From an optimization exercise on the open Yosys and OpenROAD flow, aimed at small area; shortcuts taken in it are not production practice.

==> flow/design.v <==
module cross_bar_rr_arbiter
#(
    parameter SLAVE = 0                     
)
(
    input  wire [3:0] master_req,           
    input  wire [7:0] master_sel,           
    input  wire [3:0] preq_v,               
    input  wire [7:0] preq_s,
    input  wire       roll,
    input  wire [3:0] grant,
    input  wire [2:0] nptr,                 
    output wire       roll_early,
    output wire [3:0] grant_next,
    output wire [2:0] nptr_next
);
wire [3:0] req;
wire [3:0] preq;
genvar j;
generate
  for (j = 0; j < 4; j = j + 1) begin: req_gen
      assign req[j]  = master_req[j] & (master_sel[2 * j +: 2] == SLAVE);
      assign preq[j] = preq_v[j]     & (preq_s[2 * j +: 2]     == SLAVE);
  end
endgenerate
assign roll_early = (|(preq & ~req)) | (~(|preq) & (|req));
wire       update_ptr = |grant;
assign nptr_next[0] = update_ptr ? ~grant[3]                        : nptr[0];
assign nptr_next[1] = update_ptr ? ~(grant[3] | grant[0])           : nptr[1];
assign nptr_next[2] = update_ptr ? ~(grant[3] | grant[0] | grant[1]) : nptr[2];
wire [3:0] mask_req   = req & {1'b1, ~nptr};
wire [3:0] sel_req    = (|mask_req) ? mask_req : req;
wire [3:0] grant_comb = sel_req & ~(sel_req - 1'b1);
assign grant_next = roll ? (grant_comb & ~grant) : grant;
endmodule
module cross_bar_master
#(
    parameter SLAVE_N = 4,
    parameter DATA_W  = 32
)
(
    output wire                           master_ack,
    output wire [DATA_W - 1: 0]           master_rdata,
    input  wire [SLAVE_N - 1: 0]          slave_ack,
    input  wire [SLAVE_N * DATA_W - 1: 0] slave_rdata,
    input  wire [SLAVE_N - 1: 0]          sgrant
);
cross_bar_ao4 #(.W(1 + DATA_W)) mux (
                              .sel (sgrant),
                              .in0 ({slave_ack[0], slave_rdata[0 * DATA_W +: DATA_W]}),
                              .in1 ({slave_ack[1], slave_rdata[1 * DATA_W +: DATA_W]}),
                              .in2 ({slave_ack[2], slave_rdata[2 * DATA_W +: DATA_W]}),
                              .in3 ({slave_ack[3], slave_rdata[3 * DATA_W +: DATA_W]}),
                              .out ({master_ack, master_rdata})
                           );
endmodule
module cross_bar_ao4
#(
    parameter W = 1
)
(
    input  wire [3:0]     sel,
    input  wire [W - 1:0] in0,
    input  wire [W - 1:0] in1,
    input  wire [W - 1:0] in2,
    input  wire [W - 1:0] in3,
    output wire [W - 1:0] out
);
genvar b;
generate
  for (b = 0; b < W; b = b + 1) begin: bit_gen
      wire n012;
      wire n3;
      cross_bar_aoi222 g012 (.a0(sel[0]), .b0(in0[b]), .a1(sel[1]), .b1(in1[b]), .a2(sel[2]), .b2(in2[b]), .y(n012));
      cross_bar_nand2  g3   (.a(sel[3]), .b(in3[b]), .y(n3));
      cross_bar_nand2  gout (.a(n012),   .b(n3),     .y(out[b]));
  end
endgenerate
endmodule
module cross_bar_aoi222
(
    input  wire a0, b0, a1, b1, a2, b2,
    output wire y
);
assign y = ~((a0 & b0) | (a1 & b1) | (a2 & b2));
endmodule
module cross_bar_nand2
(
    input  wire a, b,
    output wire y
);
assign y = ~(a & b);
endmodule
module cross_bar_slave
#(
    parameter MASTER_N = 4,
    parameter ADDR_W   = 32,
    parameter DATA_W   = 32
)
(
    input  wire [MASTER_N - 1: 0]           grant,
    input  wire [MASTER_N - 1: 0]           master_req,
    input  wire [MASTER_N * ADDR_W - 1: 0]  master_addr,
    input  wire [MASTER_N - 1: 0]           master_cmd,
    input  wire [MASTER_N * DATA_W - 1: 0]  master_wdata,
    output wire                             slave_req,
    output wire [ADDR_W - 1: 0]             slave_addr,
    output wire                             slave_cmd,
    output wire [DATA_W - 1: 0]             slave_wdata
);
localparam W = 2 + ADDR_W + DATA_W;
wire [W - 1: 0] in0 = {master_req[0], master_cmd[0], master_addr[0 * ADDR_W +: ADDR_W], master_wdata[0 * DATA_W +: DATA_W]};
wire [W - 1: 0] in1 = {master_req[1], master_cmd[1], master_addr[1 * ADDR_W +: ADDR_W], master_wdata[1 * DATA_W +: DATA_W]};
wire [W - 1: 0] in2 = {master_req[2], master_cmd[2], master_addr[2 * ADDR_W +: ADDR_W], master_wdata[2 * DATA_W +: DATA_W]};
wire [W - 1: 0] in3 = {master_req[3], master_cmd[3], master_addr[3 * ADDR_W +: ADDR_W], master_wdata[3 * DATA_W +: DATA_W]};
cross_bar_ao4 #(.W(W)) mux (
                              .sel (grant),
                              .in0 (in0),
                              .in1 (in1),
                              .in2 (in2),
                              .in3 (in3),
                              .out ({slave_req, slave_cmd, slave_addr, slave_wdata})
                           );
endmodule
module cross_bar_top
(
    input  wire           clk,
    input  wire           aresetn,
    input  wire [3:0]     master_req,
    input  wire [127:0]   master_addr,
    input  wire [3:0]     master_cmd,
    input  wire [127:0]   master_wdata,
    output wire [3:0]     master_ack,
    output wire [127:0]   master_rdata,
    output wire [3:0]     slave_req,
    output wire [127:0]   slave_addr,
    output wire [3:0]     slave_cmd,
    output wire [127:0]   slave_wdata,
    input  wire [3:0]     slave_ack,
    input  wire [127:0]   slave_rdata
);
localparam MASTER_N = 4;
localparam SLAVE_N  = 4;
localparam ADDR_W   = 32;
localparam DATA_W   = 32;
reg [MASTER_N - 1: 0]     preq_v;
reg [2 * MASTER_N - 1: 0] preq_s;
integer m;
always @(posedge clk or negedge aresetn)
  if (!aresetn)
  begin
      preq_v <= {MASTER_N{1'b0}};
      preq_s <= {2 * MASTER_N{1'b0}};
  end
  else
  begin
      preq_v <= master_req;
      for (m = 0; m < MASTER_N; m = m + 1)
          preq_s[2 * m +: 2] <= master_addr[m * ADDR_W + ADDR_W - 1 -: 2];
  end
reg  [SLAVE_N - 1: 0]            roll_d1;
reg  [SLAVE_N - 1: 0]            roll;
reg  [SLAVE_N * MASTER_N - 1: 0] grant;              
reg  [SLAVE_N * 3 - 1: 0]        nptr;               
wire [SLAVE_N - 1: 0]            roll_early;
wire [SLAVE_N * MASTER_N - 1: 0] grant_next;
wire [SLAVE_N * 3 - 1: 0]        nptr_next;
genvar i;
generate
  for (i = 0; i < SLAVE_N; i = i + 1) begin: arbiter_gen
      cross_bar_rr_arbiter #(.SLAVE(i)) arbiter (
                              .master_req (master_req),
                              .master_sel ({master_addr[3 * ADDR_W + ADDR_W - 1 -: 2],
                                            master_addr[2 * ADDR_W + ADDR_W - 1 -: 2],
                                            master_addr[1 * ADDR_W + ADDR_W - 1 -: 2],
                                            master_addr[0 * ADDR_W + ADDR_W - 1 -: 2]}),
                              .preq_v     (preq_v),
                              .preq_s     (preq_s),
                              .roll       (roll[i]),
                              .grant      (grant[i * MASTER_N +: MASTER_N]),
                              .nptr       (nptr[i * 3 +: 3]),
                              .roll_early (roll_early[i]),
                              .grant_next (grant_next[i * MASTER_N +: MASTER_N]),
                              .nptr_next  (nptr_next[i * 3 +: 3])
                             );
  end
endgenerate
always @(posedge clk or negedge aresetn)
  if (!aresetn)
  begin
      roll_d1 <= {SLAVE_N{1'b0}};
      roll    <= {SLAVE_N{1'b0}};
      grant   <= {SLAVE_N * MASTER_N{1'b0}};
      nptr    <= {SLAVE_N * 3{1'b0}};
  end
  else
  begin
      roll_d1 <= roll_early;
      roll    <= roll_d1;
      grant   <= grant_next;
      nptr    <= nptr_next;
  end
generate
  for (i = 0; i < SLAVE_N; i = i + 1) begin: slave_instance_gen
      cross_bar_slave #(.MASTER_N(MASTER_N), .ADDR_W(ADDR_W), .DATA_W(DATA_W)) slv (
                              .grant        (grant[i * MASTER_N +: MASTER_N]),
                              .master_req   (master_req),
                              .master_addr  (master_addr),
                              .master_cmd   (master_cmd),
                              .master_wdata (master_wdata),
                              .slave_req    (slave_req[i]),
                              .slave_addr   (slave_addr[i * ADDR_W +: ADDR_W]),
                              .slave_cmd    (slave_cmd[i]),
                              .slave_wdata  (slave_wdata[i * DATA_W +: DATA_W])
                           );
  end
endgenerate
generate
  for (i = 0; i < MASTER_N; i = i + 1) begin: master_instance_gen
      cross_bar_master #(.SLAVE_N(SLAVE_N), .DATA_W(DATA_W)) mst (
                              .master_ack   (master_ack[i]),
                              .master_rdata (master_rdata[i * DATA_W +: DATA_W]),
                              .slave_ack    (slave_ack),
                              .slave_rdata  (slave_rdata),
                              .sgrant       ({grant[3 * MASTER_N + i], grant[2 * MASTER_N + i],
                                              grant[1 * MASTER_N + i], grant[0 * MASTER_N + i]})
                           );
  end
endgenerate
endmodule
make LEC_CHECK=0 CAP_MARGIN=20 CORE_AREA='6 6 294 294' DIE_AREA='0 0 300 300' SLEW_MARGIN=20 SYNTH_HIERARCHICAL=1 finish   # period 5.0 ns
run.sh (not shown) runs the stock make flow with config.mk's settings and CLKGATE_MAP_FILE= SYNTH_SCRIPT=/design/flow/synth_recipe.tcl, a recipe that flattens the netlist after the stock synthesis.
The baseline passed the timing, design-rule and antenna checks.
Rerun with:
==> flow/flow/run.sh (new file) <==
#!/bin/bash
# Standard layout, with every port buffered by the smallest buffer (buf_1) instead of the default
# choice, and pins allowed on every routing track.
set -euo pipefail
export BUFFER_PORTS_ARGS="-buffer_cell sky130_fd_sc_hd__buf_1"
export PLACE_PINS_ARGS="-min_distance 1 -min_distance_in_tracks"
bash standard.sh > standard.log 2>&1
==> flow/standard.sh (new file) <==
#!/bin/bash
# synth_recipe.tcl (not shown) runs the flow's synth.tcl, then flattens the netlist and writes it again
# the make line also repeats each setting of config.mk as NAME=value (left out here)
make -C /OpenROAD-flow-scripts/flow DESIGN_CONFIG=/design/flow/config.mk WORK_HOME=/design/flow/orfs CLKGATE_MAP_FILE= SYNTH_SCRIPT=/design/flow/synth_recipe.tcl "${@:-finish}"
--- a/flow/config.mk
+++ b/flow/config.mk
@@ -8,4 +8,4 @@
 export CAP_MARGIN = 20
-export CORE_AREA = 6 6 294 294
-export DIE_AREA = 0 0 300 300
+export CORE_AREA = 4 4 156 156
+export DIE_AREA = 0 0 160 160
 export SLEW_MARGIN = 20
removed: flow/run.sh
What happened:
- Now the flow failed in global routing on GRT-0116
- synthesized area is unchanged
- synthesized cell count stays the same
No functional check of the RTL was part of any run of this note.

## what the ideal ports hide
The results above use ideal ports. As a check the final layout listed here was re-extracted and re-timed, cells and wires unchanged. Step 1, drivers: a clkbuf_16 drives clk and a buf_2 each remaining input, both assumed. Step 2 adds t to the input delays and takes it off the output delays; t is the mean of the earliest and latest rising clock arrival at the registers after step 1. Input paths then give back, and output paths get back, about the clock's delay inside the block. Three values: no drivers, after step 1, after step 2; two values: the first two.
run: the first run
t (ns): 0.328
slack for setup (ns): 0.950 / 0.911 / 0.911
worst hold slack (ns): 0.352 / 0.352 / 0.352
clock arrival spread, ns: 0.009 / 0.009
After both steps the first run still meets setup and hold. For the first run, drivers alone change the setup slack by -0.039 ns; drivers and shift together by -0.039 ns.
